Source: an optimization exercise on an open RTL-to-GDS flow (aim: small area). Production flows keep margins and buffers that such runs may drop. At most, simulation tests tie the RTL to the original design; equivalence was not proved. For runs 1 and 2, only the layout was checked, not whether the RTL still works. No activity file was given, so power comes from the tool's default toggle rates.

$ cat flow/design.v
`timescale 1ns / 1ps
module mux_1 # (
   parameter TDATA_WIDTH = 8,
   parameter TKEEP_WIDTH = TDATA_WIDTH/8
) (
        input wire clk,
        input wire aresetn,
        input wire [TKEEP_WIDTH-1:0] input_keep,
        output logic [7:0] bytes_in_flit
    );
    always_ff @ (posedge clk) begin
        if (!aresetn)
            bytes_in_flit <= 0;
        else begin
            case (input_keep)
                1'b0: bytes_in_flit <= 0;
                1'b1: bytes_in_flit <= 1;
            endcase
        end 
    end
endmodule
`timescale 1ns / 1ps
module mux_2 # (
   parameter TDATA_WIDTH = 16,
   parameter TKEEP_WIDTH = TDATA_WIDTH/8
) (
        input wire clk,
        input wire aresetn,
        input wire [TKEEP_WIDTH-1:0] input_keep,
        output logic [7:0] bytes_in_flit
    );
    always_ff @ (posedge clk) begin
        if (!aresetn)
            bytes_in_flit <= 0;
        else begin
            case (input_keep)
                2'b00: bytes_in_flit <= 0;
                2'b01: bytes_in_flit <= 1;
                2'b11: bytes_in_flit <= 2;
                2'b10: bytes_in_flit <= 1;
            endcase
        end 
    end
endmodule
`timescale 1ns / 1ps
module mux_4 # (
   parameter TDATA_WIDTH = 32,
   parameter TKEEP_WIDTH = TDATA_WIDTH/8
) (
        input wire clk,
        input wire aresetn,
        input wire [TKEEP_WIDTH-1:0] input_keep,
        output logic [7:0] bytes_in_flit
    );
    always_ff @ (posedge clk) begin
        if (!aresetn)
            bytes_in_flit <= 0;
        else begin
            case (input_keep)
                4'h0: bytes_in_flit <= 0;
                4'h1: bytes_in_flit <= 1;
                4'h3: bytes_in_flit <= 2;
                4'h7: bytes_in_flit <= 3;
                4'hF: bytes_in_flit <= 4;
                4'hE: bytes_in_flit <= 3;
                4'hC: bytes_in_flit <= 2;
                4'h8: bytes_in_flit <= 1;
            endcase
        end 
    end
endmodule
`timescale 1ns / 1ps
module mux_8 # (
  parameter TDATA_WIDTH = 64,
  parameter TKEEP_WIDTH = TDATA_WIDTH/8
) (
       input wire clk,
       input wire aresetn,
       input wire [TKEEP_WIDTH-1:0] input_keep,
       output logic [7:0] bytes_in_flit
   );
   always_ff @ (posedge clk) begin
       if (!aresetn)
           bytes_in_flit <= 0;
       else begin
           case (input_keep)
               8'h0: bytes_in_flit <= 0;
               8'h1: bytes_in_flit <= 1;
               8'h3: bytes_in_flit <= 2;
               8'h7: bytes_in_flit <= 3;
               8'hF: bytes_in_flit <= 4;
               8'h1F: bytes_in_flit <= 5;
               8'h3F: bytes_in_flit <= 6;
               8'h7F: bytes_in_flit <= 7;
               8'hFF: bytes_in_flit <= 8;
               8'hFE: bytes_in_flit <= 7;
               8'hFC: bytes_in_flit <= 6;
               8'hF8: bytes_in_flit <= 5;
               8'hF0: bytes_in_flit <= 4;
               8'hE0: bytes_in_flit <= 3;
               8'hC0: bytes_in_flit <= 2;
               8'h80: bytes_in_flit <= 1;
           endcase
       end 
   end
endmodule
`timescale 1ns / 1ps
module mux_16 # (
   parameter TDATA_WIDTH = 128,
   parameter TKEEP_WIDTH = TDATA_WIDTH/8
) (
        input wire clk,
        input wire aresetn,
        input wire [TKEEP_WIDTH-1:0] input_keep,
        output logic [7:0] bytes_in_flit
    );
    always_ff @ (posedge clk) begin
        if (!aresetn)
            bytes_in_flit <= 0;
        else begin
            case (input_keep)
                16'h0: bytes_in_flit <= 0;
                16'h1: bytes_in_flit <= 1;
                16'h3: bytes_in_flit <= 2;
                16'h7: bytes_in_flit <= 3;
                16'hF: bytes_in_flit <= 4;
                16'h1F: bytes_in_flit <= 5;
                16'h3F: bytes_in_flit <= 6;
                16'h7F: bytes_in_flit <= 7;
                16'hFF: bytes_in_flit <= 8;
                16'h1FF: bytes_in_flit <= 9;
                16'h3FF: bytes_in_flit <= 10;
                16'h7FF: bytes_in_flit <= 11;
                16'hFFF: bytes_in_flit <= 12;
                16'h1FFF: bytes_in_flit <= 13;
                16'h3FFF: bytes_in_flit <= 14;
                16'h7FFF: bytes_in_flit <= 15;
                16'hFFFF: bytes_in_flit <= 16;
                16'hFFFE: bytes_in_flit <= 15;
                16'hFFFC: bytes_in_flit <= 14;
                16'hFFF8: bytes_in_flit <= 13;
                16'hFFF0: bytes_in_flit <= 12;
                16'hFFE0: bytes_in_flit <= 11;
                16'hFFC0: bytes_in_flit <= 10;
                16'hFF80: bytes_in_flit <= 9;
                16'hFF00: bytes_in_flit <= 8;
                16'hFE00: bytes_in_flit <= 7;
                16'hFC00: bytes_in_flit <= 6;
                16'hF800: bytes_in_flit <= 5;
                16'hF000: bytes_in_flit <= 4;
                16'hE000: bytes_in_flit <= 3;
                16'hC000: bytes_in_flit <= 2;
                16'h8000: bytes_in_flit <= 1;
            endcase
        end 
    end
endmodule
`timescale 1ns / 1ps
module mux_32 # (
   parameter TDATA_WIDTH = 256,
   parameter TKEEP_WIDTH = TDATA_WIDTH/8
) (
        input wire clk,
        input wire aresetn,
        input wire [TKEEP_WIDTH-1:0] input_keep,
        output logic [7:0] bytes_in_flit
    );
    always_ff @ (posedge clk) begin
        if (!aresetn)
            bytes_in_flit <= 0;
        else begin
            case (input_keep)
                32'h0: bytes_in_flit <= 0;
                32'h1: bytes_in_flit <= 1;
                32'h3: bytes_in_flit <= 2;
                32'h7: bytes_in_flit <= 3;
                32'hF: bytes_in_flit <= 4;
                32'h1F: bytes_in_flit <= 5;
                32'h3F: bytes_in_flit <= 6;
                32'h7F: bytes_in_flit <= 7;
                32'hFF: bytes_in_flit <= 8;
                32'h1FF: bytes_in_flit <= 9;
                32'h3FF: bytes_in_flit <= 10;
                32'h7FF: bytes_in_flit <= 11;
                32'hFFF: bytes_in_flit <= 12;
                32'h1FFF: bytes_in_flit <= 13;
                32'h3FFF: bytes_in_flit <= 14;
                32'h7FFF: bytes_in_flit <= 15;
                32'hFFFF: bytes_in_flit <= 16;
                32'h1FFFF: bytes_in_flit <= 17;
                32'h3FFFF: bytes_in_flit <= 18;
                32'h7FFFF: bytes_in_flit <= 19;
                32'hFFFFF: bytes_in_flit <= 20;
                32'h1FFFFF: bytes_in_flit <= 21;
                32'h3FFFFF: bytes_in_flit <= 22;
                32'h7FFFFF: bytes_in_flit <= 23;
                32'hFFFFFF: bytes_in_flit <= 24;
                32'h1FFFFFF: bytes_in_flit <= 25;
                32'h3FFFFFF: bytes_in_flit <= 26;
                32'h7FFFFFF: bytes_in_flit <= 27;
                32'hFFFFFFF: bytes_in_flit <= 28;
                32'h1FFFFFFF: bytes_in_flit <= 29;
                32'h3FFFFFFF: bytes_in_flit <= 30;
                32'h7FFFFFFF: bytes_in_flit <= 31;
                32'hFFFFFFFF: bytes_in_flit <= 32;
                32'hFFFFFFFE: bytes_in_flit <= 31;
                32'hFFFFFFFC: bytes_in_flit <= 30;
                32'hFFFFFFF8: bytes_in_flit <= 29;
                32'hFFFFFFF0: bytes_in_flit <= 28;
                32'hFFFFFFE0: bytes_in_flit <= 27;
                32'hFFFFFFC0: bytes_in_flit <= 26;
                32'hFFFFFF80: bytes_in_flit <= 25;
                32'hFFFFFF00: bytes_in_flit <= 24;
                32'hFFFFFE00: bytes_in_flit <= 23;
                32'hFFFFFC00: bytes_in_flit <= 22;
                32'hFFFFF800: bytes_in_flit <= 21;
                32'hFFFFF000: bytes_in_flit <= 20;
                32'hFFFFE000: bytes_in_flit <= 19;
                32'hFFFFC000: bytes_in_flit <= 18;
                32'hFFFF8000: bytes_in_flit <= 17;
                32'hFFFF0000: bytes_in_flit <= 16;
                32'hFFFE0000: bytes_in_flit <= 15;
                32'hFFFC0000: bytes_in_flit <= 14;
                32'hFFF80000: bytes_in_flit <= 13;
                32'hFFF00000: bytes_in_flit <= 12;
                32'hFFE00000: bytes_in_flit <= 11;
                32'hFFC00000: bytes_in_flit <= 10;
                32'hFF800000: bytes_in_flit <= 9;
                32'hFF000000: bytes_in_flit <= 8;
                32'hFE000000: bytes_in_flit <= 7;
                32'hFC000000: bytes_in_flit <= 6;
                32'hF8000000: bytes_in_flit <= 5;
                32'hF0000000: bytes_in_flit <= 4;
                32'hE0000000: bytes_in_flit <= 3;
                32'hC0000000: bytes_in_flit <= 2;
                32'h80000000: bytes_in_flit <= 1;
            endcase
        end 
    end
endmodule
`timescale 1ns / 1ps
module mux_64 # (
   parameter TDATA_WIDTH = 512,
   parameter TKEEP_WIDTH = TDATA_WIDTH/8
) (
        input wire clk,
        input wire aresetn,
        input wire [TKEEP_WIDTH-1:0] input_keep,
        output logic [6:0] bytes_in_flit
    );
    wire [63:0] u = input_keep ^ {64{~input_keep[0]}};
    wire bad = |(~u[62:0] & u[63:1]);
    wire [6:0] m;
    assign m[6] = u[63];
    genvar j, r;
    generate
        for (j = 0; j < 6; j = j + 1) begin : g_bit
            wire [(32 >> j) - 1:0] t;
            for (r = 0; r < (32 >> j); r = r + 1) begin : g_term
                assign t[r] = u[((2*r+1) << j) - 1] & ~u[((2*r+2) << j) - 1];
            end
            assign m[j] = |t;
        end
    endgenerate
    wire [6:0] n = input_keep[0] ? m : {1'b0, 6'd0 - m[5:0]};
    always_ff @ (posedge clk) begin
        if (!aresetn)
            bytes_in_flit <= 0;
        else if (!bad)
            bytes_in_flit <= n;
    end
endmodule
`timescale 1ns / 1ps
module packet_snooper # (
   parameter TDATA_WIDTH = 512,
   parameter TKEEP_WIDTH = TDATA_WIDTH/8
) (
   input wire clk,
   input wire aresetn,
   input wire [TDATA_WIDTH-1:0] in_stream_TDATA,
   input wire [TKEEP_WIDTH-1:0] in_stream_TKEEP,
   input wire in_stream_TREADY,
   input wire in_stream_TVALID,
   input wire in_stream_TLAST,
   output logic [63:0] flit_count_TDATA,
   output logic [7:0] flit_count_TKEEP,
   input  logic flit_count_TREADY,
   output logic flit_count_TVALID,
   output logic flit_count_TLAST,
   output logic [63:0] packet_count_TDATA,
   output logic [7:0] packet_count_TKEEP,
   input  logic packet_count_TREADY,
   output logic packet_count_TVALID,
   output logic packet_count_TLAST,
   output logic [63:0] cycle_count_TDATA,
   output logic [7:0] cycle_count_TKEEP,
   input  logic cycle_count_TREADY,
   output logic cycle_count_TVALID,
   output logic cycle_count_TLAST,
   input measure,
   output logic [63:0] packet_size,
   output logic packet_size_valid,
   output logic measure_sync_out
);
   logic active, first, sum_zero;
   logic [6:0] bytes_in_flit;
   logic [63:0] flit_counter, packet_counter, cycle_counter;
   wire st_meas = active & measure_sync_out;
   wire st_done = active & ~measure_sync_out;
   wire hs      = st_meas & in_stream_TVALID & in_stream_TREADY;
   assign flit_count_TKEEP   = 8'hFF;
   assign flit_count_TLAST   = 1'b1;
   assign packet_count_TKEEP = 8'hFF;
   assign packet_count_TLAST = 1'b1;
   assign cycle_count_TKEEP  = 8'hFF;
   assign cycle_count_TLAST  = 1'b1;
   always_ff @ (posedge clk) begin
      measure_sync_out <= measure;
      active <= aresetn & (active ? measure_sync_out : measure);
      first  <= ~active;
   end
   mux_64 # (.TDATA_WIDTH (TDATA_WIDTH),.TKEEP_WIDTH (TKEEP_WIDTH)) inst1
        (.clk(clk),
         .aresetn(aresetn),
         .input_keep(in_stream_TKEEP),
         .bytes_in_flit(bytes_in_flit)
         );
   wire [63:0] cyc_n, flt_n, pkt_n, psz_n;
   wire        pkt_inc = hs & in_stream_TLAST;
   wire        psz_clr = hs & sum_zero;
   wire [6:0]  add_b   = hs ? bytes_in_flit : 7'd0;
   inc64 u_cyc (.q(cycle_counter),  .clr(first), .inc(1'b1),    .n(cyc_n));
   inc64 u_flt (.q(flit_counter),   .clr(first), .inc(hs),      .n(flt_n));
   inc64 u_pkt (.q(packet_counter), .clr(first), .inc(pkt_inc), .n(pkt_n));
   wire [6:0] psz_lm = packet_size[6:0] & {7{~psz_clr}};
   wire [7:0] psz_lo = {1'b0, psz_lm} + {1'b0, add_b};
   wire [63:0] psz_hi;
   inc64 u_psz (.q({7'd0, packet_size[63:7]}), .clr(psz_clr), .inc(psz_lo[7]), .n(psz_hi));
   assign psz_n = {psz_hi[56:0], psz_lo[6:0]};
   always_ff @ (posedge clk) begin
      cycle_counter  <= cyc_n;
      flit_counter   <= flt_n;
      packet_counter <= pkt_n;
   end
   always_ff @ (posedge clk) begin
      packet_size <= psz_n;
      if (~active) begin
         sum_zero <= 1'b1;
         packet_size_valid <= 1'b0;
      end
      else if (hs) begin
         sum_zero <= in_stream_TLAST;
         packet_size_valid <= in_stream_TLAST;
      end
   end
   always_ff @ (posedge clk) begin
      if (st_done) begin
         cycle_count_TVALID  <= cycle_count_TREADY;
         packet_count_TVALID <= packet_count_TREADY;
         flit_count_TVALID   <= flit_count_TREADY;
         if (cycle_count_TREADY)  cycle_count_TDATA  <= cycle_counter;
         if (packet_count_TREADY) packet_count_TDATA <= packet_counter;
         if (flit_count_TREADY)   flit_count_TDATA   <= flit_counter;
      end
   end
endmodule
module inc64 (
   input  wire [63:0] q,
   input  wire        clr,
   input  wire        inc,
   output wire [63:0] n
);
   wire [63:0] l;      
   wire [8:0]  pre;    
   wire [63:0] c;      
   assign pre[0] = 1'b1;
   genvar b, k;
   generate
      for (b = 0; b < 8; b = b + 1) begin : g_blk
         assign pre[b+1] = pre[b] & l[b*8 + 7];
         for (k = 0; k < 8; k = k + 1) begin : g_bit
            if (k == 0) begin : g_first
               assign l[b*8] = q[b*8];
               assign c[b*8] = inc & pre[b];
            end else begin : g_rest
               assign l[b*8 + k] = l[b*8 + k - 1] & q[b*8 + k];
               assign c[b*8 + k] = inc & pre[b] & l[b*8 + k - 1];
            end
            if (b == 0 && k == 0) begin : g_lsb
               assign n[0] = (q[0] & ~clr) ^ inc;
            end else begin : g_up
               assign n[b*8 + k] = ~clr & (q[b*8 + k] ^ c[b*8 + k]);
            end
         end
      end
   endgenerate
endmodule
$ cat flow/flow/run.sh
#!/bin/bash
# Layout flow: the standard flow (standard synthesis unchanged), with the
# port buffers made from the smallest buffer cell and a clock tree built
# from small clock buffers without dummy loads.
set -euo pipefail
export BUFFER_PORTS_ARGS="-buffer_cell sky130_fd_sc_hd__buf_1"
export CTS_ARGS="-sink_clustering_enable -repair_clock_nets -dont_use_dummy_load -buf_list sky130_fd_sc_hd__clkbuf_4"
bash standard.sh > flow_standard.log 2>&1
$ cat flow/standard.sh
#!/bin/bash
# synth_recipe.tcl (not shown) runs the flow's synth.tcl, then flattens the netlist and writes it again
# the make line also repeats each setting of config.mk as NAME=value (left out here)
make -C /OpenROAD-flow-scripts/flow DESIGN_CONFIG=/design/flow/config.mk WORK_HOME=/design/flow/orfs CLKGATE_MAP_FILE= SYNTH_SCRIPT=/design/flow/synth_recipe.tcl "${@:-finish}"
$ cat flow/constraint.sdc
create_clock -name core_clock -period 5.0 [get_ports {clk}]
set_input_delay 1.0000 -clock core_clock [delete_from_list [all_inputs] [get_ports {clk}]]
set_output_delay 1.0000 -clock core_clock [all_outputs]
set_load 0.01 [all_outputs]
$ cat flow/config.mk
export PLATFORM = sky130hd
export DESIGN_NAME = packet_snooper
export DESIGN_NICKNAME = packet_snooper
export VERILOG_FILES = /design/flow/design.v
export SDC_FILE = /design/flow/constraint.sdc
export NUM_CORES = 4
export LEC_CHECK = 0
export CAP_MARGIN = 20
export CORE_MARGIN = 2
export CORE_UTILIZATION = 30
export SLEW_MARGIN = 20
==> results of run 1 <==
-- registers in the layout (all words and copies together) (netlist names) --
signal	count
cycle_count_TDATA	64
cycle_counter	64
flit_count_TDATA	64
flit_counter	64
packet_count_TDATA	64
packet_counter	64
packet_size	64
inst1.bytes_in_flit	7
active	1
cycle_count_TVALID	1
first	1
flit_count_TVALID	1
measure_sync_out	1
packet_count_TVALID	1
packet_size_valid	1
sum_zero	1
-- cells by family (layout without fill, tap and decap cells) --
group / count (synthesis) / in the layout
simple gates: 714 / 714
flops: 463 / 463
xor+xnor: 207 / 207
buf+inv: 141 / 543
compound gates: 128 / 128
fa+ha+maj: 44 / 44
mux: 8 / 8
other cells: 1 / 29
-- cell usage after synthesis (5+ instances only) --
cell type / number
nor3_1: 18
and2_1: 35
xor2_1: 108
nand2b_1: 51
or3_1: 23
xnor2_1: 99
nor4_1: 16
o22ai_1: 18
nand2_1: 104
edfxtp_1: 195
o221ai_1: 5
or4_1: 7
nand4_1: 46
a22oi_1: 8
and3_1: 26
o2111ai_1: 17
and4_1: 7
clkbuf_1: 34
a222oi_1: 6
nor2_1: 246
buf_4: 27
ha_1: 43
or2_2: 5
nand3_1: 70
a21oi_1: 27
mux2i_1: 5
nor2b_1: 43
dfxtp_1: 268
o21ai_0: 20
inv_1: 72
-- cells in the final DEF, fill, tap and decap left out, types with 6 or more instances in the layout --
master     count
a222oi_1       6
o2111ai_1     17
xnor2_1       99
nand2b_1      51
nand4_1       46
and2_1        32
inv_1         72
dfxtp_1      267
o21ai_0       20
a22oi_1        8
nor2_1       246
nor3_1        18
nor4_1        16
o22ai_1       18
buf_1        333
edfxtp_1     195
ha_1          43
and3_1        26
conb_1        27
nand2_1      104
nand3_1       70
or4_1          7
buf_4         17
or3_1         23
a21oi_1       27
clkbuf_4     119
nor2b_1       43
xor2_1       108
and4_1         7
-- power by group through the flow --
| stage | logic (µW) | registers (µW) | clock network [µW] |
|---|---|---|---|
| 6_report | 299 | 3960 | 2380 |
| 4_1_cts | 282 | 3970 | 2510 |
| 3_3_place_gp | 281 | 4050 | 0 |
| 5_1_grt | 325 | 3960 | 2660 |
| 2_1_floorplan | 173 | 4040 | 0 |
| 3_5_place_dp | 281 | 4050 | 0 |
-- path summary, 6_finish.rpt --
path / slack [ps] / depth (start not counted) / to
max: 1110 / 15 / cycle_counter[40]
min: 320 / 1 / measure_sync_out
max reg2reg: 1110 / 15 / cycle_counter[40]
min reg2reg: 360 / 0 / cycle_count_TDATA[5]
-- metrics by stage --
step / total power [µW] / hold WS, ps / setup WS (ps)
final: 6640 / 322 / 1110
after global routing: 6940 / 231 / 736
after CTS: 6770 / 195 / 973
after detailed placement: 4330 / 407 / 628
after global placement: 4330 / 399 / 721
after floorplan: 4220 / 385 / 1070
-- cell type report --
class	count	area, µm²	share of cell area
sequential	463	11200	0.512
multi-input combinational	1128	7060	0.322
timing repair buffer	351	1410	0.0641
tap	837	1050	0.0478
clock buffer	119	893	0.0408
inverter	73	274	0.0125
antenna	2	5.00	0.000228
-- per-layer routing --
layer	routed length (µm)	vias to the layer above	part of all wire	track usage
met4	1280	2	0.025	0.0622
met1	21000	6701	0.41	0.184
met2	23500	551	0.46	0.247
li1	-	6697	-	-
met3	5620	92	0.11	0.0715
met5	16	-	0.00031	0
-- worst max-delay path, delay by kind of cell, from the launching register on --
kind / cells / cell delay, ps
adder cells (fa/ha/maj): 8 / 1370
flip-flops: 1 / 360
AND/OR/NAND/NOR: 7 / 2080
==> results.ini, run 1 <==
[power]
clkPwrFrac=0.358
seqPwrFrac=0.597
p_sw_uw=1540
p_leak_uw=0.00792
power_frac_comb=0.045
vdd_drop_max_v=0.000181
p_int_uw=5100
switching_share=0.232
p_per_area_mw_per_mm2=303

[setup_path]
cp-end-kind=flip-flop
crit_chain=ha_1 > ha_1 > ha_1 > ha_1 > ha_1 > ha_1 > ha_1 > and4_1 > nand3_1 > or4_1 > nor3_1 > nand3_1 > nor2_1 > ha_1 > nor2b_1
cpPeakStageDelay_ps=680
path_common_cell=ha_1
slowest_stage=or4_1
worstPathRequired_ps=5730
cp-startpoint=cycle_counter[0]
worst_setup_path_start_kind=flip-flop
cp_max_fo=4
r2r-start=cycle_counter[0]
crit_arrival_ps=4620
crit_type=flip-flop to flip-flop

[place]
placed_cells=2851
gp_congestion=0.910
portBuffers=333
post-dp-hpwl_um=38100
placed_cell_area_mm2=0.0210

[yosys]
synthTopCellsByArea=edfxtp_1 31%, dfxtp_1 29%, xor2_1 5.0%, nor2_1 4.9%, xnor2_1 4.6%
synthMuxAreaShare=0.00446
yosys.area_share.simple=0.192
synth_top_area_frac=0.311
yosysTopAreaCell=edfxtp_1
synth_cell_types=65
synth_edf_count=195
synth_top_family_by_area=simple AND/OR/NAND/NOR gates
ys_async_sr_fraction=0
synth_warnings=2
syn_area_per_cell_um2=11.0
synth-xor-area-share=0.0964
yosysSeqAreaShare=0.596
synth_adder_area_share=0.0297
synth_flop_cell=dfxtp_1
ys_ff_latch=463
synth_area_mm2=0.0188
synth_compound_area_frac=0.0474
syn_inst=1706

[drt]
drc=0
firstDrtPassIters=6
postRouteAntennaNets=0
drt-total-wl_um=51400
vias=14000
drt_iter0_drc=986
vias_per_cell=4.72
wl_per_cell_um=17.3

[final_layout]
drive_gt1_frac=0.0759
final_core_util=0.354
area_growth_pct=16.5
stdcell_count=2973
final_area_mm2=0.0219
nFillCells=6284
nets=2765

[run]
maxCapViolCount=0

[sta]
clock_skew_ps=133
slew_headroom=0.375
max_clock_freq_mhz=257
tns_ps=0
finalHoldViolCount=0
layout_min_cycle_time_ps=3890
rsz0062_at_grt=false
setup_violations=0
worst_pin_slew_ps=938
post-route-period-util=0.779
slew_violations=0

[clocking]
insertion_delay_ps=860
cts_resized=0
htree_levels=3
postCtsSetupRepairBufs=0
ctsHoldBuffers=0
cts_tree=built
cts-root-buf=clkbuf_4
numCtsBuffers=119
cts.sinks=463
cts_buffer_depth=3
clkTransAtPathRegs_ps=60

[die]
die_x_um=254
fp.dieArea_mm2=0.0647
io_pins=873
std_cell_rows=91
start_util=0.304
core_region_area_mm2=0.0618
die_y_um=254

[grt]
grt_antenna_before_repair=3
grt_max_degree=98
grt_pass1_vias=14000
grt_util_all_layers=0.156
overflow=0
grt_pass1_wl_um=78100

[min_path]
min_from=measure
min-delay-path-class=input pin to flip-flop

[status]
outcome=finished clean

==> inputs of run 2 (changes only) <==
==> flow/run.sh (new file) <==
#!/bin/bash
# synth_recipe.tcl (not shown) runs the flow's synth.tcl, then flattens the netlist and writes it again
# the make line also repeats each setting of config.mk as NAME=value (left out here)
make -C /OpenROAD-flow-scripts/flow DESIGN_CONFIG=/design/flow/config.mk WORK_HOME=/design/flow/orfs CLKGATE_MAP_FILE= SYNTH_SCRIPT=/design/flow/synth_recipe.tcl finish
--- a/flow/config.mk
+++ b/flow/config.mk
@@ -8,4 +8,5 @@
 export CAP_MARGIN = 20
 export CORE_MARGIN = 2
 export CORE_UTILIZATION = 30
+export CTS_BUF_LIST = sky130_fd_sc_hd__clkbuf_4
 export SLEW_MARGIN = 20
removed: flow/flow/run.sh
removed: flow/standard.sh
==> run 2 against run 1 <==
  * Maximum frequency shrank 2.8%
  * Flip-flop and latch count is the same
  * Critical endpoint unchanged
  * First-iteration DRC count fell by 30%
  * Synthesized area did not move
  * Sequential share of layout area fell by 5.9 points
  * Still clean
  * Clock power is 42% higher
  * Largest cell class unchanged
  * Sequential power about the same
==> results.ini, run 2 <==
[status]
outcome=finished clean

[clocking]
cts-root-buf=clkbuf_4
cts_buffer_depth=3  ; unchanged
numCtsBuffers=119  ; unchanged
cts_resized=0  ; unchanged
insertion_delay_ps=880  ; +20 ps
cts_tree=built
ctsHoldBuffers=0  ; unchanged
htree_levels=3  ; unchanged
cts.sinks=463  ; unchanged
postCtsSetupRepairBufs=0  ; unchanged
clkTransAtPathRegs_ps=70  ; about the same

[final_layout]
final_common_cell=clkdlybuf4s50_1
drive_gt1_frac=0.114  ; +0.0377
regArea_mm2=0.0112  ; unchanged
final_core_util=0.400  ; +0.0459
layout_common_cells=333 x clkdlybuf4s50_1, 267 x dfxtp_1, 246 x nor2_1
nFillCells=5970  ; -5.0%
multi_input_area_mm2=0.00706  ; unchanged
nets=2772  ; +0.25%
area_growth_pct=31.6

[drt]
drc=0  ; unchanged
wl_met1_um=21900  ; +4.4%
vias_per_cell=4.57  ; -3.2%
postRouteAntennaNets=0  ; unchanged
drt_iter0_drc=693  ; -30%
dr_wl_met3_um=6010  ; +6.9%
wl_per_cell_um=17.3  ; +0.26%
drt-total-wl_um=53500  ; +4.0%
vias=14100  ; +0.42%
top_layer_used=met5
firstDrtPassIters=6  ; unchanged
wl_met2_um=24200  ; +3.1%

[sta]
rsz0062_at_grt=false
max_clock_freq_mhz=250  ; -2.8%
hold_ws_ps=418  ; +96.4 ps
post-route-period-util=0.801  ; +0.0223
slew_headroom=0.382  ; +0.00702
finalHoldViolCount=0  ; unchanged
layout_min_cycle_time_ps=4010  ; +111 ps
clock_skew_ps=88.2  ; -44.4 ps
tns_ps=0  ; unchanged
slew_violations=0  ; unchanged
setup_violations=0  ; unchanged
worst_pin_slew_ps=927  ; -10.5 ps

[yosys]
synth_flop_cell=dfxtp_1
synth_top_area_frac=0.311  ; unchanged
synth_warnings=2  ; unchanged
yosysTopAreaCell=edfxtp_1
syn_area_per_cell_um2=11.0  ; unchanged
synth_area_mm2=0.0188  ; unchanged
synth_edf_count=195  ; unchanged
syn_inst=1706  ; unchanged
post-synth-top-count-cell=dfxtp_1
ys_ff_latch=463  ; unchanged
ys_async_sr_fraction=0  ; unchanged
synthTopCellsByArea=edfxtp_1 31%, dfxtp_1 29%, xor2_1 5.0%, nor2_1 4.9%, xnor2_1 4.6%
yosys-top-cells-count=268 x dfxtp_1, 246 x nor2_1, 195 x edfxtp_1
yosysSeqAreaShare=0.596  ; unchanged
synth_cell_types=65  ; unchanged

[die]
fp.dieArea_mm2=0.0647  ; unchanged
die_y_um=254  ; unchanged
start_util=0.304  ; unchanged
core_region_area_mm2=0.0618  ; unchanged
die_x_um=254  ; unchanged
io_pins=873  ; unchanged
std_cell_rows=91  ; unchanged

[grt]
grt_pass1_wl_um=80700  ; +3.3%
grt_util_all_layers=0.163  ; +0.00680
grt_max_degree=77  ; -21%
grt_antenna_before_repair=4  ; +1
overflow=0  ; unchanged
grt_pass1_vias=14200  ; +1.5%

[setup_path]
crit_type=flip-flop to flip-flop
path_common_cell=ha_1
reg2reg_slack_ps=990  ; -110 ps
worst_setup_path_start_kind=flip-flop
cp_max_fo=4  ; unchanged
crit_arrival_ps=4710  ; +90 ps
slowest_stage=or4_1
crit_chain=ha_1 > ha_1 > ha_1 > ha_1 > ha_1 > ha_1 > ha_1 > and4_1 > nand3_1 > or4_1 > nor3_1 > nand3_1 > nor2_1 > ha_1 > nor2b_1
r2r-end=cycle_counter[40]
cp-end-kind=flip-flop
cpPeakStageDelay_ps=680  ; about the same
reg2reg_depth=15  ; unchanged
r2r-start=cycle_counter[0]
worstPathRequired_ps=5710  ; -20 ps

[run]
maxCapViolCount=0  ; unchanged

[min_path]
min-delay-path-class=flip-flop to flip-flop
min_from=cycle_counter[0]
hold_path_end=cycle_counter[0]
min_path_cells=1  ; unchanged

[place]
post-dp-hpwl_um=39500  ; +3.8%
portBuffers=333  ; unchanged
gp_congestion=0.893  ; -1.9%

[power]
p_leak_uw=0.00919  ; +16%
p_per_area_mw_per_mm2=311  ; +2.6%
vdd_drop_max_v=0.000196  ; +8.4%

run 2: cell count changes in the layout (fill, tap and decap cells not counted), sizes merged, moves of 3 or more:
cell / before / now
clkdlybuf4s50: 0 / 333
clkinv: 0 / 23
buf: 351 / 25
clkbuf: 119 / 194
inv: 73 / 76
run 2: final cells by class:
class,count,share of cell area
well taps,837,0.0423
clock buffers,194,0.0588
multi-input cells,1128,0.285
clock inverters,28,0.00642
inverters,73,0.0111
flip-flops and latches,463,0.454
diodes,3,0.000303
repair buffers,358,0.142
run 2: worst max-delay path: cells and delay by family (launching register included):
kind	cells	cell delay, ps
simple gates	7	2080
flops	1	360
fa+ha+maj	8	1420
run 2: logic make-up (layout without fill, tap and decap cells):
kind of cell | Yosys count | count (layout) | share of synthesized area
other cells | 1 | 30 | 0.000199
simple gates | 714 | 714 | 0.192
buf+inv | 141 | 653 | 0.0338
xor+xnor | 207 | 207 | 0.0964
compound gates | 128 | 128 | 0.0474
fa+ha+maj | 44 | 44 | 0.0297
flops | 463 | 463 | 0.596
mux | 8 | 8 | 0.00446
run 2: metal layers:
metal | global-route usage | up-vias
li1 | - | 6815
met1 | 0.190 | 6719
met2 | 0.258 | 468
met3 | 0.0815 | 96
met4 | 0.0603 | 4
met5 | 0 | -
run 2: worst max path at each step:
| stage | startpoint | end | slack (ps) | cells past startpoint |
|---|---|---|---|---|
| 4_1_cts | cycle_counter[0] | cycle_counter[40] | 960 | 15 |
| 5_1_grt | cycle_counter[0] | cycle_counter[40] | 670 | 15 |
| 3_5_place_dp | in_stream_TVALID | packet_size[63] | 260 | 13 |
| 2_1_floorplan | in_stream_TVALID | packet_size[55] | 1070 | 13 |
| 6_report | cycle_counter[0] | cycle_counter[40] | 990 | 15 |
| 3_3_place_gp | in_stream_TVALID | packet_size[63] | 340 | 13 |
run 2: power by group:
part,internal (µW),total (µW),switching [µW]
registers,3940,3960,24.7
clock network,1810,3370,1570
logic,147,354,207
total,5890,7690,1800
run 2: stage by stage:
stage / total power, µW / instance area [µm²] / setup slack, ps / cells
3_5_place_dp: 4400 / 23100 / 256 / 2859
4_1_cts: 7820 / 24700 / 960 / 3081
2_1_floorplan: 4220 / 18900 / 1070 / 1732
5_1_grt: 8040 / 24700 / 670 / 3083
6_report: 7690 / 24700 / 994 / 3084
3_3_place_gp: 4400 / 23100 / 335 / 2859
==> inputs of run 3 (changes only) <==
--- a/flow/design.v
+++ b/flow/design.v
@@ -248,21 +248,18 @@
         input wire [TKEEP_WIDTH-1:0] input_keep,
         output logic [6:0] bytes_in_flit
     );
-    wire [63:0] u = input_keep ^ {64{~input_keep[0]}};
-    wire bad = |(~u[62:0] & u[63:1]);
-    wire [6:0] m;
-    assign m[6] = u[63];
-    genvar j, r;
-    generate
-        for (j = 0; j < 6; j = j + 1) begin : g_bit
-            wire [(32 >> j) - 1:0] t;
-            for (r = 0; r < (32 >> j); r = r + 1) begin : g_term
-                assign t[r] = u[((2*r+1) << j) - 1] & ~u[((2*r+2) << j) - 1];
-            end
-            assign m[j] = |t;
+    wire [63:0] u = input_keep[0] ? input_keep : ~input_keep;
+    logic bad;
+    logic [5:0] m;    
+    always_comb begin
+        bad = 1'b0;
+        m = 6'd0;
+        for (int i = 0; i < 63; i++) begin
+            bad = bad | (~u[i] & u[i+1]);
+            if (u[i] & ~u[i+1]) m = m | 6'(i + 1);
         end
-    endgenerate
-    wire [6:0] n = input_keep[0] ? m : {1'b0, 6'd0 - m[5:0]};
+    end
+    wire [6:0] n = input_keep[0] ? {input_keep[63], m} : {1'b0, 6'd0 - m};
     always_ff @ (posedge clk) begin
         if (!aresetn)
             bytes_in_flit <= 0;
--- a/flow/config.mk
+++ b/flow/config.mk
@@ -8,5 +8,4 @@
 export CAP_MARGIN = 20
 export CORE_MARGIN = 2
 export CORE_UTILIZATION = 30
-export CTS_BUF_LIST = sky130_fd_sc_hd__clkbuf_4
 export SLEW_MARGIN = 20
==> run 3 against run 2 <==
  * Highest routed layer unchanged
  * Via count rose by 1.6%
  * Flip-flop and latch count is the same
  * Largest cell class unchanged
  * Utilization is 0.40 points lower
  * Critical path depth down 2
  * Clock skew down 63 ps
  * Die area increased by 2.6%
  * Register-to-register slack got worse by 20 ps
  * Worst setup slack lost 83 ps
  * Final area up 2.5%
  * Synthesized cell count rose by 5.7%
  * Power increased by 6.5%
==> results.ini, run 3 <==
[clocking]
cts_tree=built
clkTransAtPathRegs_ps=60  ; about the same
cts.sinks=463  ; unchanged
cts_resized=0  ; unchanged
cts_buffer_depth=3  ; unchanged
ctsHoldBuffers=0  ; unchanged
numCtsBuffers=51  ; -57%
postCtsSetupRepairBufs=0  ; unchanged
cts-root-buf=clkbuf_16
htree_levels=2  ; -1
insertion_delay_ps=590  ; -290 ps

[power]
clkPwrFrac=0.469  ; +0.030
switching_share=0.223  ; -0.0105
power_frac_comb=0.047  ; about the same
vdd_drop_max_v=0.000244  ; +24%
p_per_area_mw_per_mm2=323  ; +3.9%
p_int_uw=6360  ; +7.9%
seqPwrFrac=0.484  ; -0.031
p_sw_uw=1830  ; +1.7%
p_leak_uw=0.00918  ; about the same

[sta]
post-route-period-util=0.818  ; +0.0166
rsz0062_at_grt=false
layout_min_cycle_time_ps=4090  ; +83.0 ps
setup_violations=0  ; unchanged
finalHoldViolCount=0  ; unchanged
worst_pin_slew_ps=921  ; -6.05 ps
slew_violations=0  ; unchanged
max_clock_freq_mhz=245  ; -2.0%
clock_skew_ps=24.9  ; -63.3 ps
hold_ws_ps=428  ; +9.41 ps
slew_headroom=0.386  ; +0.00403
tns_ps=0  ; unchanged

[yosys]
yosysSeqAreaShare=0.581  ; -0.0155
syn_inst=1803  ; +5.7%
syn_area_per_cell_um2=10.7  ; -2.9%
synth_area_mm2=0.0193  ; +2.7%
ys_async_sr_fraction=0  ; unchanged
synthTopCellsByArea=edfxtp_1 30%, dfxtp_1 28%, xor2_1 5.1%, nor2_1 5.1%, xnor2_1 4.4%
ys_ff_latch=463  ; unchanged
synth_cell_types=66  ; +1.5%
synth_edf_count=195  ; unchanged
synth_warnings=2  ; unchanged
synth_top_area_frac=0.303  ; -0.00810
post-synth-top-count-cell=dfxtp_1
yosysTopAreaCell=edfxtp_1
yosys-top-cells-count=268 x dfxtp_1, 261 x nor2_1, 195 x edfxtp_1
synth_flop_cell=dfxtp_1

[grt]
grt_max_degree=114  ; +48%
grt_pass1_wl_um=81600  ; +1.1%
grt_util_all_layers=0.159  ; -0.00443
grt_pass1_vias=13800  ; -2.9%
grt_antenna_before_repair=4  ; unchanged
overflow=0  ; unchanged

[die]
io_pins=873  ; unchanged
die_x_um=258  ; +1.3%
std_cell_rows=93  ; +2.2%
fp.dieArea_mm2=0.0664  ; +2.6%
die_y_um=258  ; +1.3%
start_util=0.302  ; -0.00247
core_region_area_mm2=0.0640  ; +3.5%

[drt]
drt_iter0_drc=1016  ; +47%
dr_wl_met3_um=4920  ; -18%
vias=14300  ; +1.6%
wl_met1_um=24400  ; +11%
wl_met2_um=23900  ; -1.2%
top_layer_used=met5
vias_per_cell=4.68  ; +2.4%
firstDrtPassIters=5  ; -1
wl_per_cell_um=17.9  ; +3.1%
drc=0  ; unchanged
drt-total-wl_um=54700  ; +2.4%
postRouteAntennaNets=0  ; unchanged

[status]
outcome=finished clean

[setup_path]
crit_type=input pin to flip-flop
cp-end-kind=flip-flop
worst_setup_path_start_kind=input pin
cp-startpoint=in_stream_TVALID
crit_arrival_ps=4540  ; -170 ps
cp_max_fo=11  ; +7
r2r-start=cycle_counter[0]
worstPathRequired_ps=5450  ; -260 ps

[place]
gp_congestion=0.925  ; +3.6%
portBuffers=333  ; unchanged
post-dp-hpwl_um=41700  ; +5.4%

[final_layout]
nets=2791  ; +0.69%
layout_common_cells=332 x clkdlybuf4s50_1, 267 x dfxtp_1, 261 x nor2_1
final_common_cell=clkdlybuf4s50_1
area_growth_pct=31.3
final_core_util=0.396  ; -0.00396
drive_gt1_frac=0.0558  ; -0.0579

[min_path]
min-delay-path-class=flip-flop to flip-flop
min_from=cycle_counter[0]

[run]
maxCapViolCount=0  ; unchanged

-- run 3: critical path, stage by stage --
cell             delay (ps)
clkdlybuf4s50_1         590
and4_1                  240
nand2_1                 120
buf_4                   200
and2_1                  170
ha_1                    320
inv_1                    60
o21ai_0                 350
nand3_1                 310
or3_1                   590
nor4_1                  380
xnor2_1                 160
nor2_1                   50
-- run 3: area by class of cell --
cell class / count / area (µm²)
clock inverters: 25 / 290
repair buffers: 352 / 3500
flip-flops and latches: 463 / 11200
fillers: 6154 / 38600
inverters: 41 / 154
clock buffers: 71 / 1460
diodes: 1 / 2.50
multi-input cells: 1253 / 7670
well taps: 855 / 1070
-- run 3: kinds of logic (layout without fill, tap and decap cells) --
logic type | Yosys count | count (layout) | synth area share
mux | 7 | 7 | 0.00363
compound gates | 97 | 97 | 0.0328
buf+inv | 113 | 489 | 0.0274
flops | 463 | 463 | 0.581
fa+ha+maj | 44 | 44 | 0.0289
other cells | 1 | 28 | 0.000194
simple gates | 868 | 868 | 0.231
xor+xnor | 210 | 210 | 0.0952
-- run 3: path summary, 6_finish.rpt --
| kind | cells past startpoint | to | slack [ps] |
|---|---|---|---|
| hold reg to reg | 1 | cycle_counter[0] | 430 |
| setup reg to reg | 15 | cycle_counter[63] | 970 |
| hold / removal | 1 | cycle_counter[0] | 430 |
| setup / recovery | 13 | packet_size[63] | 910 |
-- run 3: per-layer routing --
layer	global-route usage	vias up
met4	0.0482	6
met2	0.248	471
li1	-	6944
met5	0	-
met3	0.0581	98
met1	0.204	6810
-- run 3: power by group through the flow --
stage	Combinational (µW)	Sequential [µW]	Clock, µW
2_1_floorplan	202	4040	0
3_3_place_gp	384	4040	0
3_5_place_dp	381	4050	0
4_1_cts	382	3960	3970
5_1_grt	411	3960	4120
6_report	387	3960	3840
-- run 3: per-stage QoR --
step           area [µm²]  total power [µW]  setup slack [ps]  instances
2_1_floorplan       19400              4240              1010       1829
3_3_place_gp        23600              4430               291       2964
3_5_place_dp        23600              4430               306       2964
4_1_cts             25400              8310               893       3060
5_1_grt             25400              8490               586       3060
6_report            25400              8190               911       3061
==> inputs of run 4 (changes only) <==
--- a/flow/design.v
+++ b/flow/design.v
@@ -248,18 +248,21 @@
         input wire [TKEEP_WIDTH-1:0] input_keep,
         output logic [6:0] bytes_in_flit
     );
-    wire [63:0] u = input_keep[0] ? input_keep : ~input_keep;
-    logic bad;
-    logic [5:0] m;    
-    always_comb begin
-        bad = 1'b0;
-        m = 6'd0;
-        for (int i = 0; i < 63; i++) begin
-            bad = bad | (~u[i] & u[i+1]);
-            if (u[i] & ~u[i+1]) m = m | 6'(i + 1);
+    wire [63:0] u = input_keep ^ {64{~input_keep[0]}};
+    wire bad = |(~u[62:0] & u[63:1]);
+    wire [6:0] m;
+    assign m[6] = u[63];
+    genvar j, r;
+    generate
+        for (j = 0; j < 6; j = j + 1) begin : g_bit
+            wire [(32 >> j) - 1:0] t;
+            for (r = 0; r < (32 >> j); r = r + 1) begin : g_term
+                assign t[r] = u[((2*r+1) << j) - 1] & ~u[((2*r+2) << j) - 1];
+            end
+            assign m[j] = |t;
         end
-    end
-    wire [6:0] n = input_keep[0] ? {input_keep[63], m} : {1'b0, 6'd0 - m};
+    endgenerate
+    wire [6:0] n = input_keep[0] ? m : {1'b0, 6'd0 - m[5:0]};
     always_ff @ (posedge clk) begin
         if (!aresetn)
             bytes_in_flit <= 0;
@@ -367,27 +370,21 @@
    input  wire        inc,
    output wire [63:0] n
 );
-   wire [63:0] l;      
-   wire [8:0]  pre;    
-   wire [63:0] c;      
-   assign pre[0] = 1'b1;
+   wire [64:0] c;
+   wire [8:0]  bc;
+   assign bc[0] = inc;
    genvar b, k;
    generate
       for (b = 0; b < 8; b = b + 1) begin : g_blk
-         assign pre[b+1] = pre[b] & l[b*8 + 7];
+         assign bc[b+1] = bc[b] & ~clr & (&q[b*8 +: 8]);
          for (k = 0; k < 8; k = k + 1) begin : g_bit
-            if (k == 0) begin : g_first
-               assign l[b*8] = q[b*8];
-               assign c[b*8] = inc & pre[b];
-            end else begin : g_rest
-               assign l[b*8 + k] = l[b*8 + k - 1] & q[b*8 + k];
-               assign c[b*8 + k] = inc & pre[b] & l[b*8 + k - 1];
-            end
+            wire ci = (k == 0) ? bc[b] : c[b*8 + k];
             if (b == 0 && k == 0) begin : g_lsb
-               assign n[0] = (q[0] & ~clr) ^ inc;
+               assign n[0] = (q[0] & ~clr) ^ ci;
             end else begin : g_up
-               assign n[b*8 + k] = ~clr & (q[b*8 + k] ^ c[b*8 + k]);
+               assign n[b*8 + k] = ~clr & (q[b*8 + k] ^ ci);
             end
+            assign c[b*8 + k + 1] = q[b*8 + k] & ci;
          end
       end
    endgenerate
==> flow/flow/run.sh (new file) <==
#!/bin/bash
set -euo pipefail
export BUFFER_PORTS_ARGS="-buffer_cell sky130_fd_sc_hd__buf_1"
export CTS_ARGS="-sink_clustering_enable -repair_clock_nets -dont_use_dummy_load -buf_list sky130_fd_sc_hd__clkbuf_8 -sink_clustering_size 16 -sink_clustering_max_diameter 50"
bash standard.sh > flow_standard.log 2>&1
==> flow/standard.sh (new file) <==
#!/bin/bash
# synth_recipe.tcl (not shown) runs the flow's synth.tcl, then flattens the netlist and writes it again
# the make line also repeats each setting of config.mk as NAME=value (left out here)
make -C /OpenROAD-flow-scripts/flow DESIGN_CONFIG=/design/flow/config.mk WORK_HOME=/design/flow/orfs CLKGATE_MAP_FILE= SYNTH_SCRIPT=/design/flow/synth_recipe.tcl "${@:-finish}"
removed: flow/run.sh
==> run 4 against run 3 <==
  * Still clean
  * Global-route usage about the same
  * Cell count fell by 14%
  * Wire length is 5.4% lower
  * Register-to-register slack got worse by 260 ps
  * Die area decreased by 3.0%
  * Worst setup slack got worse by 250 ps
  * Largest cell class unchanged
  * Highest routed layer unchanged
==> results.ini, run 4 <==
[status]
outcome=finished clean

[clocking]
numCtsBuffers=48  ; -5.9%
htree_levels=2  ; unchanged
cts_buffer_depth=3  ; unchanged
cts-root-buf=clkbuf_8
cts_resized=0  ; unchanged
cts.sinks=463  ; unchanged
clkTransAtPathRegs_ps=100  ; +40 ps
insertion_delay_ps=660  ; +70 ps
postCtsSetupRepairBufs=0  ; unchanged
ctsHoldBuffers=0  ; unchanged
cts_tree=built

[sta]
slew_violations=0  ; unchanged
tns_ps=0  ; unchanged
post-route-period-util=0.868  ; +0.0502
clock_skew_ps=127  ; +102 ps
slew_headroom=0.360  ; -0.0255
worst_pin_slew_ps=959  ; +38.2 ps
hold_ws_ps=370  ; -57.5 ps
rsz0062_at_grt=false
layout_min_cycle_time_ps=4340  ; +251 ps
max_clock_freq_mhz=230  ; -5.8%
finalHoldViolCount=0  ; unchanged
setup_violations=0  ; unchanged

[final_layout]
stdcell_count=2646  ; -14%
layout_common_cells=333 x buf_1, 267 x dfxtp_1, 222 x ha_1
drive_gt1_frac=0.0475  ; -0.00824
nets=2619  ; -6.2%
n_antenna_cell=0  ; -1
area_growth_pct=15.4
final_common_cell=buf_1

[power]
finalPower_uw=6250  ; -24%
vdd_drop_max_v=0.000171  ; -30%
p_per_area_mw_per_mm2=289  ; -10%
p_leak_uw=0.00920  ; +0.15%

[setup_path]
cp-end-kind=flip-flop
reg2reg_slack_ps=710  ; -260 ps
crit_arrival_ps=4880  ; +340 ps
r2r-start=measure_sync_out
worst_setup_path_start_kind=input pin
reg2reg_depth=18  ; +3
crit_type=input pin to flip-flop
worstPathRequired_ps=5540  ; +90 ps
cp_max_fo=2  ; -9
r2r-end=packet_counter[62]

[place]
portBuffers=333  ; unchanged
gp_congestion=0.984  ; +6.3%
post-dp-hpwl_um=40400  ; -3.0%
placed_cells=2598  ; -12%

[die]
start_util=0.303  ; +0.00168
std_cell_rows=91  ; -2.2%
io_pins=873  ; unchanged
fp.dieArea_mm2=0.0644  ; -3.0%
die_y_um=254  ; -1.5%
core_region_area_mm2=0.0617  ; -3.6%
die_x_um=254  ; -1.5%

[yosys]
syn_inst=1445  ; -20%
yosysSeqAreaShare=0.599  ; +0.0182
ys_async_sr_fraction=0  ; unchanged
synth_flop_cell=dfxtp_1
synth_cell_types=62  ; -6.1%
synth_area_mm2=0.0187  ; -3.0%
synth_edf_count=195  ; unchanged
post-synth-top-count-cell=dfxtp_1
syn_area_per_cell_um2=13.0  ; +21%
yosysTopAreaCell=edfxtp_1
synth_warnings=2  ; unchanged
synth_top_area_frac=0.313  ; +0.00950
ys_ff_latch=463  ; unchanged
yosys-top-cells-count=268 x dfxtp_1, 222 x ha_1, 195 x edfxtp_1
synthTopCellsByArea=edfxtp_1 31%, dfxtp_1 29%, ha_1 15%, nor2b_1 6.2%, and2_1 2.4%

[drt]
drc=0  ; unchanged
firstDrtPassIters=6  ; +1
wl_per_cell_um=19.6  ; +9.4%
drt_iter0_drc=666  ; -34%
drt-total-wl_um=51800  ; -5.4%
postRouteAntennaNets=0  ; unchanged
vias_per_cell=4.64  ; -0.78%
vias=12300  ; -14%

[min_path]
min_from=packet_counter[5]
hold_path_end=packet_count_TDATA[5]
min-delay-path-class=flip-flop to flip-flop
min_path_cells=0  ; -1

[grt]
grt_pass1_vias=12500  ; -9.6%
overflow=0  ; unchanged
grt_antenna_before_repair=1  ; -3
grt_util_all_layers=0.159  ; about the same
grt_pass1_wl_um=75700  ; -7.3%
grt_max_degree=91  ; -20%

[run]
maxCapViolCount=0  ; unchanged

## run 4: layer usage
layer / wire length, µm / global-route usage
met5: 17 / 0
met4: 2700 / 0.0813
met3: 5720 / 0.0676
met2: 22900 / 0.250
met1: 20400 / 0.184
## run 4: where the power goes
group,internal (µW),total [µW],switching [µW]
combinational,71.3,265,194
clock,850,2050,1200
sequential,3930,3940,12.7
## run 4: worst max path at each step
stage	from	endpoint	slack (ps)	cells past startpoint
finish	in_stream_TREADY	packet_counter[62]	660	19
global route	measure_sync_out	packet_counter[63]	400	19
CTS	measure_sync_out	packet_counter[62]	670	18
detailed placement	in_stream_TREADY	packet_counter[62]	-40	19
global placement	in_stream_TREADY	packet_counter[62]	-20	19
floorplan	in_stream_TREADY	packet_size[37]	400	21
## run 4: area by class of cell
cell class	instances	area, µm²
fillers	6224	40100
repair buffers	353	1410
inverters	55	206
flip-flops and latches	463	11200
clock buffers	48	661
well taps	837	1050
multi-input cells	890	7060
## run 4: kinds of logic (layout without fill, tap and decap cells)
| kind of cell | count (synthesis) | after routing | synth area share |
|---|---|---|---|
| AOI/OAI and AO/OA | 102 | 102 | 0.0415 |
| xor gates and xnor gates | 42 | 42 | 0.0196 |
| adders and majority gates | 223 | 223 | 0.149 |
| buffers and inverters | 118 | 456 | 0.0297 |
| DFF | 463 | 463 | 0.599 |
| muxes | 5 | 5 | 0.00274 |
| other | 1 | 27 | 0.000200 |
| and+or+nand+nor | 491 | 491 | 0.158 |
## run 4: critical path: stages
cell	delay, ps
buf_1	110
nand4_2	200
nor4_2	410
nand2_1	110
or4_1	550
buf_4	190
nor3_2	260
inv_1	90
nor4_1	340
buf_4	190
ha_1	140
ha_1	150
ha_1	150
buf_4	140
ha_1	160
ha_1	160
ha_1	170
ha_1	230
nor2b_1	130
## run 4: through the flow
stage / setup WS [ps] / instance area (µm²) / utilization
finish: 660 / 21600 / 0.350
CTS: 672 / 21600 / 0.350
floorplan: 405 / 18800 / -
global route: 397 / 21600 / 0.350
detailed placement: -43.8 / 20900 / 0.339
global placement: -16.0 / 20900 / 0.339
==> inputs of run 5 (changes only) <==
==> flow/flow/run.sh (replaced) <==
#!/bin/bash
set -euo pipefail
export BUFFER_PORTS_ARGS="-buffer_cell sky130_fd_sc_hd__buf_1"
export CTS_ARGS="-sink_clustering_enable -repair_clock_nets -dont_use_dummy_load -buf_list sky130_fd_sc_hd__clkbuf_4 -sink_clustering_size 14 -sink_clustering_max_diameter 50"
bash standard.sh > flow_standard.log 2>&1
--- a/flow/config.mk
+++ b/flow/config.mk
@@ -7,5 +7,5 @@
 export LEC_CHECK = 0
 export CAP_MARGIN = 20
 export CORE_MARGIN = 2
-export CORE_UTILIZATION = 30
+export CORE_UTILIZATION = 55
 export SLEW_MARGIN = 20
==> run 5 against run 4 <==
  * The flow now stops in I/O pin placement
  * Synthesized area unchanged
  * Synthesized cell count is the same
==> results.ini, run 5 <==
[status]
outcome=aborted with a tool error
stop_stage=I/O pin placement
error=[ERROR PPL-0024] Number of IO pins (873) exceeds maximum number of available positions (676). Increase the die perimeter from 754.14um to 1187.28um.

[yosys]
ys_ff_latch=463  ; unchanged
yosys-top-cells-count=268 x dfxtp_1, 222 x ha_1, 195 x edfxtp_1
synth_edf_count=195  ; unchanged
synth_cell_types=62  ; unchanged
synth_top_area_frac=0.313  ; unchanged
synth_warnings=2  ; unchanged
post-synth-top-count-cell=dfxtp_1
ys_async_sr_fraction=0  ; unchanged
yosysSeqAreaShare=0.599  ; unchanged
syn_area_per_cell_um2=13.0  ; unchanged
synthTopCellsByArea=edfxtp_1 31%, dfxtp_1 29%, ha_1 15%, nor2b_1 6.2%, and2_1 2.4%
synth_area_mm2=0.0187  ; unchanged
syn_inst=1445  ; unchanged
yosysTopAreaCell=edfxtp_1
synth_flop_cell=dfxtp_1

[die]
die_y_um=189  ; -26%
start_util=0.559  ; +0.255
die_x_um=189  ; -26%
std_cell_rows=67  ; -26%

-- run 5: cell counts after synthesis --
Identical to the previous run, type by type.
-- run 5: cell families after synthesis --
family | after synthesis | synth area share
AO/OA/AOI/OAI | 102 | 0.0415
multiplexers | 5 | 0.00274
buffers and inverters | 118 | 0.0297
AND/OR/NAND/NOR | 491 | 0.158
other | 1 | 0.000200
flip-flops | 463 | 0.599
adder cells (fa/ha/maj) | 223 | 0.149
XOR/XNOR | 42 | 0.0196
==> inputs of run 6 (changes only) <==
==> flow/flow/run.sh (replaced) <==
#!/bin/bash
set -euo pipefail
export BUFFER_PORTS_ARGS="-buffer_cell sky130_fd_sc_hd__buf_1"
export CTS_ARGS="-sink_clustering_enable -repair_clock_nets -dont_use_dummy_load -buf_list sky130_fd_sc_hd__clkbuf_4 -sink_clustering_size 10 -sink_clustering_max_diameter 50"
bash standard.sh > flow_standard.log 2>&1
==> run 6 against run 5 <==
  * The flow again stops in I/O pin placement
  * Synthesized area unchanged
  * Synthesized cell count unchanged
==> results.ini, run 6 <==
[status]
outcome=aborted with a tool error
stop_stage=I/O pin placement
error=[ERROR PPL-0024] Number of IO pins (873) exceeds maximum number of available positions (676). Increase the die perimeter from 754.14um to 1187.28um.

[yosys]
synth_cell_types=62  ; unchanged
post-synth-top-count-cell=dfxtp_1
synth_warnings=2  ; unchanged
yosysTopAreaCell=edfxtp_1
ys_async_sr_fraction=0  ; unchanged
syn_inst=1445  ; unchanged
syn_area_per_cell_um2=13.0  ; unchanged
synth_edf_count=195  ; unchanged
synthTopCellsByArea=edfxtp_1 31%, dfxtp_1 29%, ha_1 15%, nor2b_1 6.2%, and2_1 2.4%
yosys-top-cells-count=268 x dfxtp_1, 222 x ha_1, 195 x edfxtp_1
synth_top_area_frac=0.313  ; unchanged
ys_ff_latch=463  ; unchanged
synth_flop_cell=dfxtp_1
synth_area_mm2=0.0187  ; unchanged
yosysSeqAreaShare=0.599  ; unchanged

[die]
die_y_um=189  ; unchanged
start_util=0.559  ; unchanged
std_cell_rows=67  ; unchanged
die_x_um=189  ; unchanged

[run 6: cell counts after synthesis]
No cell type changed its count.
[run 6: cells by family after synthesis]
group	after synthesis	synth area share
flops	463	0.599
buf+inv	118	0.0297
compound gates	102	0.0415
other cells	1	0.000200
simple gates	491	0.158
mux	5	0.00274
xor+xnor	42	0.0196
fa+ha+maj	223	0.149
==> inputs of run 7 (changes only) <==
--- a/flow/config.mk
+++ b/flow/config.mk
@@ -7,5 +7,5 @@
 export LEC_CHECK = 0
 export CAP_MARGIN = 20
 export CORE_MARGIN = 2
-export CORE_UTILIZATION = 55
+export CORE_UTILIZATION = 30
 export SLEW_MARGIN = 20
==> run 7 against run 6 <==
  * The run now finishes clean
  * Synthesized cell count did not move
  * Synthesized area did not move
==> results.ini, run 7 <==
[status]
outcome=finished clean

[drt]
vias=12400
wl_per_cell_um=19.4
vias_per_cell=4.65
firstDrtPassIters=5
drc=0
postRouteAntennaNets=0
drt_iter0_drc=647
drt-total-wl_um=51700

[die]
io_pins=873
std_cell_rows=91  ; +36%
core_region_area_mm2=0.0617
die_x_um=254  ; +35%
start_util=0.303  ; -0.255
die_y_um=254  ; +35%
fp.dieArea_mm2=0.0644

[power]
finalPower_uw=5920
p_per_area_mw_per_mm2=276
vdd_drop_max_v=0.000137
p_leak_uw=0.00912

[grt]
grt_max_degree=91
grt_pass1_wl_um=76500
grt_antenna_before_repair=3
grt_util_all_layers=0.159
overflow=0
grt_pass1_vias=12600

[setup_path]
r2r-start=measure_sync_out
reg2reg_depth=18
cpPeakStageDelay_ps=550
r2r-end=packet_counter[62]
crit_buf_inv=4
path_delay_family=simple AND/OR/NAND/NOR gates
crit_chain=nand4_2 > nor4_2 > nand2_1 > or4_1 > buf_4 > nor3_2 > inv_1 > nor4_1 > buf_4 > ha_1 > ha_1 > ha_1 > buf_4 > ha_1 > ha_1 > ha_1 > ha_1 > nor2b_1
worstPathRequired_ps=5690
path_common_cell=ha_1
worst_setup_path_start_kind=flip-flop
cp-end-kind=flip-flop
slowest_stage=or4_1
reg2reg_slack_ps=690
cp_max_fo=5
crit_arrival_ps=5000
crit_type=flip-flop to flip-flop

[yosys]
yosysSeqAreaShare=0.599  ; unchanged
yosys.area_share.simple=0.158  ; unchanged
synth_adder_area_share=0.149  ; unchanged
post-synth-top-count-cell=dfxtp_1
synth_flop_cell=dfxtp_1
ys_ff_latch=463  ; unchanged
synth_top_family_by_area=simple AND/OR/NAND/NOR gates
synth-xor-area-share=0.0196  ; unchanged
synth_top_area_frac=0.313  ; unchanged
yosysTopAreaCell=edfxtp_1
synthMuxAreaShare=0.00274  ; unchanged
synth_edf_count=195  ; unchanged
ys_async_sr_fraction=0  ; unchanged
yosys-top-cells-count=268 x dfxtp_1, 222 x ha_1, 195 x edfxtp_1
synth_warnings=2  ; unchanged
synth_cell_types=62  ; unchanged
synthTopCellsByArea=edfxtp_1 31%, dfxtp_1 29%, ha_1 15%, nor2b_1 6.2%, and2_1 2.4%
synth_compound_area_frac=0.0415  ; unchanged
syn_area_per_cell_um2=13.0  ; unchanged
synth_area_mm2=0.0187  ; unchanged
syn_inst=1445  ; unchanged

[sta]
worst_pin_slew_ps=957
max_clock_freq_mhz=232
slew_headroom=0.362
tns_ps=0
rsz0062_at_grt=false
slew_violations=0
finalHoldViolCount=0
clock_skew_ps=155
post-route-period-util=0.863
hold_ws_ps=306
layout_min_cycle_time_ps=4310
setup_violations=0

[final_layout]
area_growth_pct=14.3
layout_common_cells=333 x buf_1, 267 x dfxtp_1, 222 x ha_1
drive_gt1_frac=0.0533
nets=2630
final_common_cell=buf_1

[place]
gp_congestion=0.984
portBuffers=333
post-dp-hpwl_um=40400

[clocking]
ctsHoldBuffers=0
cts_tree=built
cts_resized=0
cts-root-buf=clkbuf_4
clkTransAtPathRegs_ps=110
cts_buffer_depth=3
htree_levels=2
numCtsBuffers=59
cts.sinks=463
postCtsSetupRepairBufs=0
insertion_delay_ps=810

[min_path]
min_path_cells=1
min-delay-path-class=input pin to flip-flop
hold_path_end=measure_sync_out
min_from=measure

[run]
maxCapViolCount=0

run 7: cell counts after synthesis:
No cell type changed its count.
run 7: how the worst max path moves through the flow:
stage,to,slack [ps],depth (start not counted),start
detailed placement,packet_counter[62],-40,19,in_stream_TREADY
CTS,flit_counter[62],630,16,measure_sync_out
finish,packet_counter[62],690,18,measure_sync_out
global placement,packet_counter[62],-20,19,in_stream_TREADY
global route,packet_counter[63],350,19,measure_sync_out
floorplan,packet_size[37],400,21,in_stream_TREADY
run 7: area by class of cell:
class                           count  area [µm²]
Clock buffer                       59         443
Tap cell                          837        1050
Multi-Input combinational cell    890        7060
Inverter                           55         206
Antenna cell                        3        7.51
Timing Repair Buffer              353        1410
Fill cell                        6272       40300
Sequential cell                   463       11200
run 7: worst register-to-register path, stage by stage (launching register included):
cell	delay (ps)
dfxtp_1	420
nand4_2	200
nor4_2	410
nand2_1	110
or4_1	550
buf_4	190
nor3_2	270
inv_1	90
nor4_1	340
buf_4	190
ha_1	140
ha_1	150
ha_1	150
buf_4	140
ha_1	170
ha_1	160
ha_1	170
ha_1	230
nor2b_1	130
run 7: stage by stage:
stage / util / worst slack, ps / cell area, µm² / instances
3_5_place_dp: 0.339 / -43.8 / 20900 / 2598
2_1_floorplan: - / 405 / 18800 / 1471
5_1_grt: 0.347 / 350 / 21400 / 2660
3_3_place_gp: 0.339 / -16.0 / 20900 / 2598
4_1_cts: 0.347 / 628 / 21400 / 2657
6_report: 0.347 / 687 / 21400 / 2660
run 7: power breakdown:
part           internal [µW]  switching, µW  total (µW)
clock network            537           1180        1710
registers               3920           12.7        3940
logic                   71.3            193         265
run 7: logic make-up (layout without fill, tap and decap cells):
| group | Yosys count | after routing |
|---|---|---|
| simple gates | 491 | 491 |
| xor+xnor | 42 | 42 |
| compound gates | 102 | 102 |
| fa+ha+maj | 223 | 223 |
| mux | 5 | 5 |
| other cells | 1 | 30 |
| flops | 463 | 463 |
| buf+inv | 118 | 467 |
run 7: layer usage:
metal | share of wire | global-route usage | vias to the layer above
met5 | 0.00039 | 0 | -
met4 | 0.041 | 0.0618 | 2
met3 | 0.12 | 0.0718 | 108
met2 | 0.45 | 0.259 | 491
met1 | 0.39 | 0.183 | 5912
li1 | - | - | 5864

afterwards: timing with drivers on the ports:
In the flow no input, the clock included, has a driving cell. The finished layouts below were timed again as built, in two steps.
Step 1 assumes that a clkbuf_16 drives the clock port and a buf_2 every other input.
Step 2 adds t to the input delays and takes it off the output delays; t is the mean of the earliest and latest rising clock arrival at the registers after step 1. Input paths then give back, and output paths get back, about the clock's delay inside the block.
Three values: ideal, step 1, step 2; two values: the first two.
| run | t, ns | setup slack, ns | worst slew at a driven data input, ns |
|---|---|---|---|
| run 1 | 0.841 | 1.106 / 1.106 / 0.515 | 0.10 |
| run 2 | 0.895 | 0.994 / 0.994 / 0.148 | 0.11 |
| run 3 | 0.639 | 0.911 / 0.937 / 0.298 | 0.11 |
| run 4 | 0.647 | 0.660 / 0.685 / 0.038 | 0.07 |
| run 7 | 0.783 | 0.687 / 0.687 / 0.057 | 0.07 |
After both steps every run listed still meets setup and hold. The setup slack of run 2, which loses most, moves by 0.000 ns with the drivers and by -0.846 ns with both steps.
